From an optimization exercise on the open Yosys and OpenROAD flow, aimed at small area; shortcuts taken in it are not production practice. Function was checked by simulation only, so behaviour that the tests miss may differ from the original. No activity file was given, so power comes from the tool's default toggle rates.

==> run C <==
==> flow/design.v <==
`timescale 1ns / 1ps
module temp_monitor(
    input         CLK100MHZ,         
    input         reset,             
    input         enable,            
    input  [12:0] manualSwitch,
    input         TMP_SDA_in,        
    output        TMP_SDA_out,       
    output        TMP_SDA_oe,        
    output        TMP_SCL,           
    output [6:0]  CA,                
    output [7:0]  AN,                
    output        dp,
    output        R,G,B,
    output [15:0] LED                
    );
    localparam [4:0] DASH  = 5'd16;
    localparam [4:0] BLANK = 5'd31;
    reg  [14:0] lfsr;
    wire        lz    = (lfsr[13:0] == 14'd0);
    wire        lzero = lz & ~lfsr[14];
    always @(posedge CLK100MHZ or posedge reset)
        if (reset) lfsr <= 15'd0;
        else       lfsr <= {lfsr[13:0], lfsr[14] ^ lfsr[13] ^ lz};
    reg  [2:0] pdig;                         
    wire [2:0] dig = pdig + {2'b00, lzero};   
    reg        started;
    always @(posedge CLK100MHZ or posedge reset)
        if (reset) begin
            pdig    <= 3'd7;
            started <= 1'b0;
        end else begin
            pdig    <= dig;
            started <= 1'b1;
        end
    localparam [8:0] PRE_FIRST = 9'd401;
    localparam [8:0] PRE_LAST  = 9'd456;
    reg  [8:0] pre;
    wire       tick = (pre == PRE_LAST);
    always @(posedge CLK100MHZ or posedge reset)
        if (reset) pre <= PRE_FIRST;
        else       pre <= {pre[7:0], ~(pre[8] ^ pre[4] ^ tick)};
    reg [2:0] sub;
    reg [6:0] ph;
    wire sub_end = (sub == 3'd4);
    always @(posedge CLK100MHZ or posedge reset)
        if (reset) begin
            sub <= 3'd0;
            ph  <= 7'd0;
        end else if (tick) begin
            sub <= sub_end ? 3'd0 : sub + 3'd1;
            if (sub_end)
                ph <= (ph == 7'd111) ? 7'd0 : ph + 7'd1;
        end
    assign TMP_SCL = ph[1];
    wire nack = (ph >= 7'd106);
    assign TMP_SDA_oe = (ph < 7'd34) | (ph >= 7'd70 && ph < 7'd74) | nack;
    reg obit;
    always @(*) begin
        if (ph[6])
            obit = ph[5];
        else if (ph == 7'd0)
            obit = 1'b1;
        else if (ph < 7'd3)
            obit = 1'b0;
        else if (ph < 7'd7)
            obit = 1'b1;
        else if (ph < 7'd15)
            obit = 1'b0;
        else if (ph < 7'd19)
            obit = 1'b1;
        else if (ph < 7'd23)
            obit = 1'b0;
        else
            obit = 1'b1;
    end
    assign TMP_SDA_out = obit;
    wire sample = tick & sub_end & (ph[1:0] == 2'b01) & (ph >= 7'd41) & (ph <= 7'd93) & (ph != 7'd73);
    reg [12:0] shreg;
    always @(posedge CLK100MHZ)
        if (sample) shreg <= {shreg[11:0], TMP_SDA_in};
    reg [12:0] T;
    reg        valid;
    wire       load = tick & nack;
    always @(posedge CLK100MHZ)
        if (load) T <= shreg;
    always @(posedge CLK100MHZ or posedge reset)
        if (reset)     valid <= 1'b0;
        else if (load) valid <= 1'b1;
    wire [12:0] V = ({13{enable & valid}} & T) | ({13{~enable}} & manualSwitch);
    assign LED = {V, 3'b000};
    reg [6:0] rc;
    reg       rgb;
    always @(posedge CLK100MHZ or posedge reset)
        if (reset) rc <= 7'd0;
        else       rc <= (rc == 7'd100) ? 7'd0 : rc + 7'd1;
    wire [7:0] TI = T[11:4];
    wire gt30  = (TI > 8'd30);
    wire hold  = ~valid | (~T[12] & ((TI == 8'd0) | (TI == 8'd30)));
    wire level = T[12] ? (rc < 7'd25) : gt30 ? (rc != 7'd100) : (rc < 7'd50);
    always @(posedge CLK100MHZ or posedge reset)
        if (reset)      rgb <= 1'b0;
        else if (!hold) rgb <= level;
    assign R = rgb;
    assign G = rgb;
    assign B = rgb;
    wire [4:0] code;
    tm_digit_code u_code(.enable(enable), .V(V), .dig(dig), .code(code));
    reg [4:0] ncode;
    always @(posedge CLK100MHZ or posedge reset)
        if (reset) ncode <= 5'd0;
        else       ncode <= ~code;
    wire [4:0] rcode = ~ncode;
    reg [6:0] seg;
    always @(*) begin
        case (rcode)
            5'd0 : seg = 7'b1000000;
            5'd1 : seg = 7'b1111001;
            5'd2 : seg = 7'b0100100;
            5'd3 : seg = 7'b0110000;
            5'd4 : seg = 7'b0011001;
            5'd5 : seg = 7'b0010010;
            5'd6 : seg = 7'b0000010;
            5'd7 : seg = 7'b1111000;
            5'd8 : seg = 7'b0000000;
            5'd9 : seg = 7'b0011000;
            5'd10: seg = 7'b0001000;
            5'd11: seg = 7'b0000011;
            5'd12: seg = 7'b1000110;
            5'd13: seg = 7'b0100001;
            5'd14: seg = 7'b0000110;
            5'd15: seg = 7'b0001110;
            5'd16: seg = 7'b0111111;
            default: seg = 7'b1111111;
        endcase
    end
    assign CA = seg;
    assign AN[0] = ~(pdig == 3'd0);
    assign AN[1] = ~(pdig == 3'd1);
    assign AN[2] = ~(pdig == 3'd2);
    assign AN[3] = ~(pdig == 3'd3);
    assign AN[4] = ~(pdig == 3'd4);
    assign AN[5] = ~(pdig == 3'd5);
    assign AN[6] = ~(started & pdig[2] & pdig[1]);
    assign AN[7] = 1'b1;
    assign dp    = ~(pdig == 3'd4);
endmodule
module tm_digit_code(
    input             enable,
    input      [12:0] V,
    input      [2:0]  dig,
    output reg [4:0]  code
    );
    localparam [4:0] DASH  = 5'd16;
    localparam [4:0] BLANK = 5'd31;
    wire        s   = V[12];
    wire [11:0] below;
    assign below[0] = 1'b0;
    genvar gi;
    generate for (gi = 1; gi < 12; gi = gi + 1) begin : g_neg
        assign below[gi] = below[gi-1] | V[gi-1];
    end endgenerate
    wire [11:0] mag = V[11:0] ^ ({12{s}} & below);
    wire [7:0]  I   = mag[11:4];
    wire [3:0]  F   = mag[3:0];
    wire [4:0] q;
    wire [2:0] r0, r1, r2, r3, r4;
    assign q[4] = I[7] & (I[6] | I[5]);
    assign r0 = {I[7] & ~I[6] & ~I[5], I[6] & (~I[7] | I[5]), (~I[7] & I[5]) | (I[7] & I[6] & ~I[5])};
    m5 s1(r0, I[4], q[3], r1);
    m5 s2(r1, I[3], q[2], r2);
    m5 s3(r2, I[2], q[1], r3);
    m5 s4(r3, I[1], q[0], r4);
    wire [3:0] r = {r4, I[0]};
    wire        ge100 = (q >= 5'd10);
    wire        ge10  = (q != 5'd0);
    wire [1:0]  hun   = {q >= 5'd20, ge100 & (q < 5'd20)};
    wire [3:0]  ten   = q - ((q >= 5'd20) ? 5'd20 : ge100 ? 5'd10 : 5'd0);
    reg [3:0] f1, f2, f3;
    always @(*) begin
        case (F[1:0])
            2'd0: f1 = 4'd0;
            2'd1: f1 = 4'd2;
            2'd2: f1 = 4'd5;
            default: f1 = 4'd7;
        endcase
        case (F[2:0])
            3'd0: f2 = 4'd0;
            3'd1: f2 = 4'd6;
            3'd2: f2 = 4'd2;
            3'd3: f2 = 4'd8;
            3'd4: f2 = 4'd5;
            3'd5: f2 = 4'd1;
            3'd6: f2 = 4'd7;
            default: f2 = 4'd3;
        endcase
        case (F)
            4'd0, 4'd1:   f3 = 4'd0;
            4'd2, 4'd3:   f3 = 4'd1;
            4'd4:         f3 = 4'd2;
            4'd5, 4'd6:   f3 = 4'd3;
            4'd7:         f3 = 4'd4;
            4'd8, 4'd9:   f3 = 4'd5;
            4'd10, 4'd11: f3 = 4'd6;
            4'd12:        f3 = 4'd7;
            4'd13, 4'd14: f3 = 4'd8;
            default:      f3 = 4'd9;
        endcase
    end
    always @(*) begin
        case (dig)
            3'd0: code = F[0] ? 5'd5 : 5'd0;
            3'd1: code = {1'b0, f1};
            3'd2: code = {1'b0, f2};
            3'd3: code = {1'b0, f3};
            3'd4: code = {1'b0, r};
            3'd5: code = enable ? q : ge10 ? {1'b0, ten} : (s ? DASH : BLANK);
            3'd6: code = enable ? (s ? DASH : BLANK) :
                         ge100 ? {3'b000, hun} : ((ge10 & s) ? DASH : BLANK);
            default: code = (~enable & s & ge100) ? DASH : BLANK;
        endcase
    end
endmodule
module m5(input [2:0] r, input b, output q, output [2:0] ro);
    assign q     = r[2] | (r[1] & (r[0] | b));
    assign ro[2] = (r[1] & ~r[0] & ~b) | (r[2] & b);
    assign ro[1] = (~r[1] & r[0]) | (r[1] & r[0] & b) | (r[2] & ~b);
    assign ro[0] = (~r[2] & ~r[1] & b) | (r[1] & r[0] & ~b) | (r[2] & ~b);
endmodule
==> flow/run.sh <==
#!/bin/bash
# synth_recipe.tcl (not shown) runs the flow's synth.tcl, then flattens the netlist and writes it again
# the make line also repeats each setting of config.mk as NAME=value (left out here)
make -C /OpenROAD-flow-scripts/flow DESIGN_CONFIG=/design/flow/config.mk WORK_HOME=/design/flow/orfs CLKGATE_MAP_FILE= SYNTH_SCRIPT=/design/flow/synth_recipe.tcl finish
==> flow/config.mk <==
export PLATFORM = sky130hd
export DESIGN_NAME = temp_monitor
export DESIGN_NICKNAME = temp_monitor
export VERILOG_FILES = /design/flow/design.v
export SDC_FILE = /design/flow/constraint.sdc
export NUM_CORES = 4
export LEC_CHECK = 0
export CAP_MARGIN = 20
export CORE_MARGIN = 2
export CORE_UTILIZATION = 40
export SLEW_MARGIN = 20
==> flow/constraint.sdc <==
create_clock -name core_clock -period 10.0 [get_ports {CLK100MHZ}]
set_input_delay 2.0000 -clock core_clock [delete_from_list [all_inputs] [get_ports {CLK100MHZ}]]
set_output_delay 2.0000 -clock core_clock [all_outputs]
set_load 0.01 [all_outputs]
==> run M (differences from run C) <==
--- a/flow/design.v
+++ b/flow/design.v
@@ -23,22 +23,24 @@
         if (reset) lfsr <= 15'd0;
         else       lfsr <= {lfsr[13:0], lfsr[14] ^ lfsr[13] ^ lz};
-    reg  [2:0] pdig;                         
+    reg  [2:0] npdig;                        
+    wire [2:0] pdig = ~npdig;
     wire [2:0] dig = pdig + {2'b00, lzero};   
     reg        started;
     always @(posedge CLK100MHZ or posedge reset)
         if (reset) begin
-            pdig    <= 3'd7;
+            npdig   <= 3'd0;
             started <= 1'b0;
         end else begin
-            pdig    <= dig;
+            npdig   <= ~dig;
             started <= 1'b1;
         end
     localparam [8:0] PRE_FIRST = 9'd401;
     localparam [8:0] PRE_LAST  = 9'd456;
-    reg  [8:0] pre;
+    reg  [8:0] prex;                         
+    wire [8:0] pre  = prex ^ PRE_FIRST;
     wire       tick = (pre == PRE_LAST);
     always @(posedge CLK100MHZ or posedge reset)
-        if (reset) pre <= PRE_FIRST;
-        else       pre <= {pre[7:0], ~(pre[8] ^ pre[4] ^ tick)};
+        if (reset) prex <= 9'd0;
+        else       prex <= {pre[7:0], ~(pre[8] ^ pre[4] ^ tick)} ^ PRE_FIRST;
     reg [2:0] sub;
     reg [6:0] ph;
@@ -76,13 +78,16 @@
     end
     assign TMP_SDA_out = obit;
-    wire sample = tick & sub_end & (ph[1:0] == 2'b01) & (ph >= 7'd41) & (ph <= 7'd93) & (ph != 7'd73);
-    reg [12:0] shreg;
+    wire step_end = tick & sub_end;
+    wire sample   = step_end & (ph[1:0] == 2'b01) & (ph >= 7'd41) & (ph <= 7'd89) & (ph != 7'd73);
+    wire sample_l = step_end & (ph == 7'd93);
+    reg [12:0] ring;
     always @(posedge CLK100MHZ)
-        if (sample) shreg <= {shreg[11:0], TMP_SDA_in};
+        ring <= {ring[11:2], sample_l ? TMP_SDA_in : ring[1], ring[0], sample ? TMP_SDA_in : ring[12]};
     reg [12:0] T;
     reg        valid;
-    wire       load = tick & nack;
+    wire       load = tick & (sub == 3'd0) & (ph == 7'd106);
     always @(posedge CLK100MHZ)
-        if (load) T <= shreg;
+        if (load) T <= {ring[1], ring[11], ring[8], ring[5], ring[2], ring[12], ring[9],
+                        ring[6], ring[0], ring[10], ring[7], ring[4], ring[3]};
     always @(posedge CLK100MHZ or posedge reset)
         if (reset)     valid <= 1'b0;
@@ -90,13 +95,14 @@
     wire [12:0] V = ({13{enable & valid}} & T) | ({13{~enable}} & manualSwitch);
     assign LED = {V, 3'b000};
-    reg [6:0] rc;
-    reg       rgb;
-    always @(posedge CLK100MHZ or posedge reset)
-        if (reset) rc <= 7'd0;
-        else       rc <= (rc == 7'd100) ? 7'd0 : rc + 7'd1;
+    reg  [6:0] rcx;   
+    wire [6:0] rc = rcx ^ 7'd100;    
+    reg        rgb;
+    always @(posedge CLK100MHZ or posedge reset)
+        if (reset) rcx <= 7'd0;
+        else       rcx <= ((rc == 7'd0) ? 7'd100 : rc - 7'd1) ^ 7'd100;
     wire [7:0] TI = T[11:4];
     wire gt30  = (TI > 8'd30);
     wire hold  = ~valid | (~T[12] & ((TI == 8'd0) | (TI == 8'd30)));
-    wire level = T[12] ? (rc < 7'd25) : gt30 ? (rc != 7'd100) : (rc < 7'd50);
+    wire level = T[12] ? (rc > 7'd75) : gt30 ? (rc != 7'd0) : (rc > 7'd50);
     always @(posedge CLK100MHZ or posedge reset)
         if (reset)      rgb <= 1'b0;
==> flow/flow/run.sh (new file) <==
#!/bin/bash
# Own layout flow: the standard synthesis, then its combinational logic is
# re-mapped with a stronger ABC script (registers untouched), then the standard
# ORFS layout with the smallest buffer on the ports.
set -euo pipefail
W=$(pwd)
PLAT=$FLOW_HOME/platforms/$FLOW_PLATFORM
LIB=$PLAT/lib/sky130_fd_sc_hd__tt_025C_1v80.lib
RES=$W/orfs/results/$FLOW_PLATFORM/temp_monitor/base

# 1. standard synthesis (reference registers and names)
bash standard.sh synth > $W/log_1_standard_synth.txt 2>&1
cp $RES/1_2_yosys.v $W/std_1_2_yosys.v

# 2. re-map the combinational logic: four ABC runs with different seeds,
#    keep the smallest
python3 flow/cellmap.py $LIB > $W/cellmap.v
for S in 1 2 3 4; do
  sed "s/@SEED@/$S/" flow/resyn.abc > $W/resyn_$S.abc
  cat > $W/resyn_$S.ys <<EOS
read_verilog $W/cellmap.v
read_liberty -lib -ignore_redef $LIB
read_verilog $W/std_1_2_yosys.v
hierarchy -top $FLOW_TOP
flatten
opt -purge
techmap
opt -fast -purge
read_liberty -lib -overwrite $LIB
abc -script $W/resyn_$S.abc -liberty $LIB -dont_use *probe* -dont_use *lpflow*
splitnets
opt_clean -purge
hilomap -singleton -hicell sky130_fd_sc_hd__conb_1 HI -locell sky130_fd_sc_hd__conb_1 LO
insbuf -buf sky130_fd_sc_hd__buf_1 A X
check -assert -mapped
tee -o $W/resyn_stat_$S.txt stat -liberty $LIB
write_verilog -noattr -nohex -nodec $W/resyn_$S.v
EOS
  yosys -s $W/resyn_$S.ys > $W/log_2_resyn_$S.txt 2>&1 &
done
wait
BEST=$(for S in 1 2 3 4; do
  if [[ -s $W/resyn_$S.v ]]; then
    echo "$(awk '/Chip area/ {print $NF}' $W/resyn_stat_$S.txt) $S"
  fi
done | sort -g | head -1 | awk '{print $2}')
echo "best resynthesis: seed $BEST" > $W/log_2_resyn_best.txt
cat $W/resyn_stat_*.txt >> $W/log_2_resyn_best.txt
cp $W/resyn_$BEST.v $RES/1_2_yosys.v
rm -f $RES/1_synth.odb $RES/1_synth.sdc

# 3. standard layout from the re-mapped netlist
export BUFFER_PORTS_ARGS="-buffer_cell sky130_fd_sc_hd__buf_1"
export CTS_ARGS="-sink_clustering_enable -repair_clock_nets -sink_clustering_size 20 -buf_list sky130_fd_sc_hd__clkbuf_8 -dont_use_dummy_load"
bash standard.sh > $W/log_3_layout.txt 2>&1
==> flow/flow/cellmap.py (new file) <==
#!/usr/bin/env python3
"""Write Verilog models (assign statements) of the combinational sky130hd cells."""
import re, sys
lib = sys.argv[1]
cells = {}
cell = None; pin = None; depth = 0; seq = set(); tri = set(); dirs = {}
for line in open(lib):
    m = re.match(r'\s*cell\s*\(\s*"?(\w+)"?\s*\)', line)
    if m:
        cell = m.group(1); cells[cell] = {}; dirs[cell] = {}; continue
    if cell is None: continue
    if re.match(r'\s*(ff|latch|statetable)\s*\(', line): seq.add(cell)
    if 'three_state' in line: tri.add(cell)
    m = re.match(r'\s*pin\s*\(\s*"?(\w+)"?\s*\)', line)
    if m: pin = m.group(1); continue
    m = re.match(r'\s*direction\s*:\s*"?(\w+)"?', line)
    if m and pin: dirs[cell][pin] = m.group(1)
    m = re.match(r'\s*function\s*:\s*"([^"]*)"', line)
    if m and pin: cells[cell][pin] = m.group(1)
out = []
for c, fs in cells.items():
    if c in seq or c in tri or not fs: continue
    ins = [p for p, d in dirs[c].items() if d == 'input']
    outs = [p for p in fs if dirs[c].get(p) == 'output']
    if not outs: continue
    out.append('module %s(%s);' % (c, ', '.join(ins + outs)))
    for p in ins: out.append('  input %s;' % p)
    for p in outs:
        out.append('  output %s;' % p)
        out.append('  assign %s = %s;' % (p, fs[p].replace('!', '~')))
    out.append('endmodule')
print('\n'.join(out))
==> flow/flow/resyn.abc (new file) <==
&get -n
&deepsyn -T 60 -S @SEED@
&put
dch -f
amap -F 50 -A 50
topo
upsize -D 6000
dnsize -D 6000
==> flow/standard.sh (new file) <==
#!/bin/bash
# synth_recipe.tcl (not shown) runs the flow's synth.tcl, then flattens the netlist and writes it again
# the make line also repeats each setting of config.mk as NAME=value (left out here)
make -C /OpenROAD-flow-scripts/flow DESIGN_CONFIG=/design/flow/config.mk WORK_HOME=/design/flow/orfs CLKGATE_MAP_FILE= SYNTH_SCRIPT=/design/flow/synth_recipe.tcl "${@:-finish}"
--- a/flow/config.mk
+++ b/flow/config.mk
@@ -6,6 +6,9 @@
 export NUM_CORES = 4
 export LEC_CHECK = 0
+export ABC_AREA = 1
 export CAP_MARGIN = 20
 export CORE_MARGIN = 2
-export CORE_UTILIZATION = 40
+export CORE_UTILIZATION = 55
+export CTS_BUF_LIST = sky130_fd_sc_hd__clkbuf_8
+export CTS_CLUSTER_SIZE = 15
 export SLEW_MARGIN = 20
removed: flow/run.sh
==> run E (differences from run C) <==
--- a/flow/config.mk
+++ b/flow/config.mk
@@ -6,6 +6,10 @@
 export NUM_CORES = 4
 export LEC_CHECK = 0
+export ABC_AREA = 1
 export CAP_MARGIN = 20
 export CORE_MARGIN = 2
-export CORE_UTILIZATION = 40
+export CORE_UTILIZATION = 85
+export CTS_BUF_LIST = sky130_fd_sc_hd__clkbuf_2
+export CTS_CLUSTER_SIZE = 20
+export PLACE_DENSITY_LB_ADDON = 0.05
 export SLEW_MARGIN = 20
==> run H (differences from run C) <==
--- a/flow/config.mk
+++ b/flow/config.mk
@@ -8,4 +8,4 @@
 export CAP_MARGIN = 20
 export CORE_MARGIN = 2
-export CORE_UTILIZATION = 40
+export CORE_UTILIZATION = 70
 export SLEW_MARGIN = 20
==> qor summary <==
	run C	run H	run E	run M
Clock period minus worst slack	7.26 ns	7.38 ns	-	8.86 ns
Standard-cell row count	41	31	27	30
Total instance count after detailed placement	756	682	-	557
Via count of the first global-routing pass	4231	4393	-	2889
Maximum number of pins on one net before global-route repair	53	53	-	53
Worst slew margin	0.334	0.313	-	0.427
Layout Nets	633	632	-	505
Worst hold slack	0.369 ns	0.372 ns	-	0.334 ns
Outcome	finished clean	finished clean	aborted with a tool error	finished clean
Failing step	-	-	3_1_place_gp_skip_io	-
Nature of the critical path startpoint	input pin	input pin	-	input pin
Final Hold Violating Endpoints	0	0	-	0
Routability cong.	0.892	1.00	-	0.834
Relative contribution of sequential cells to total power	0.385	0.439	-	0.567
Startpoint of the tightest hold check path	pre[7]	pre[7]	-	ring[11]
FF-to-FF Start	T[12]	T[12]	-	valid
Cell Int Power	0.620 mW	0.514 mW	-	0.425 mW
Initial antenna violation count	0	0	-	0
DPL Wire Length	9.58 mm	9.87 mm	-	5.89 mm
Cells after Synth	560	560	599	454
Area fraction of the dominant cell type after synthesis	0.214	0.214	0.228	-

## static timing again, ports no longer ideal
No port has a modelled driver above. Below, the same layouts with a new extraction and two added sets of constraints. Step 1: set_driving_cell puts a clkbuf_16 on CLK100MHZ and a buf_2 on each other input, an assumption about the parent block. Step 2 adds t to the input delays and takes it off the output delays; t is the mean of the earliest and latest rising clock arrival at the registers after step 1. Input paths then give back, and output paths get back, about the clock's delay inside the block. a / b / c = no drivers / after step 1 / after step 2; a / b = the first two.
run	t, ns	setup WS [ns]	worst hold slack (ns)	worst setup path after step 2	worst slew at a driven data input, ns
run C	0.361	2.742 / 2.719 / 2.358	0.369 / 0.369 / 0.369	input to register	0.06
run M	0.360	1.137 / 1.146 / 0.786	0.334 / 0.334 / 0.334	input to register	0.03
run H	0.382	2.618 / 2.623 / 2.241	0.372 / 0.372 / 0.372	input to register	0.06
After both steps every run listed still meets setup and hold. The setup slack of run C, which loses most, moves by -0.023 ns with the drivers and by -0.384 ns with both steps.
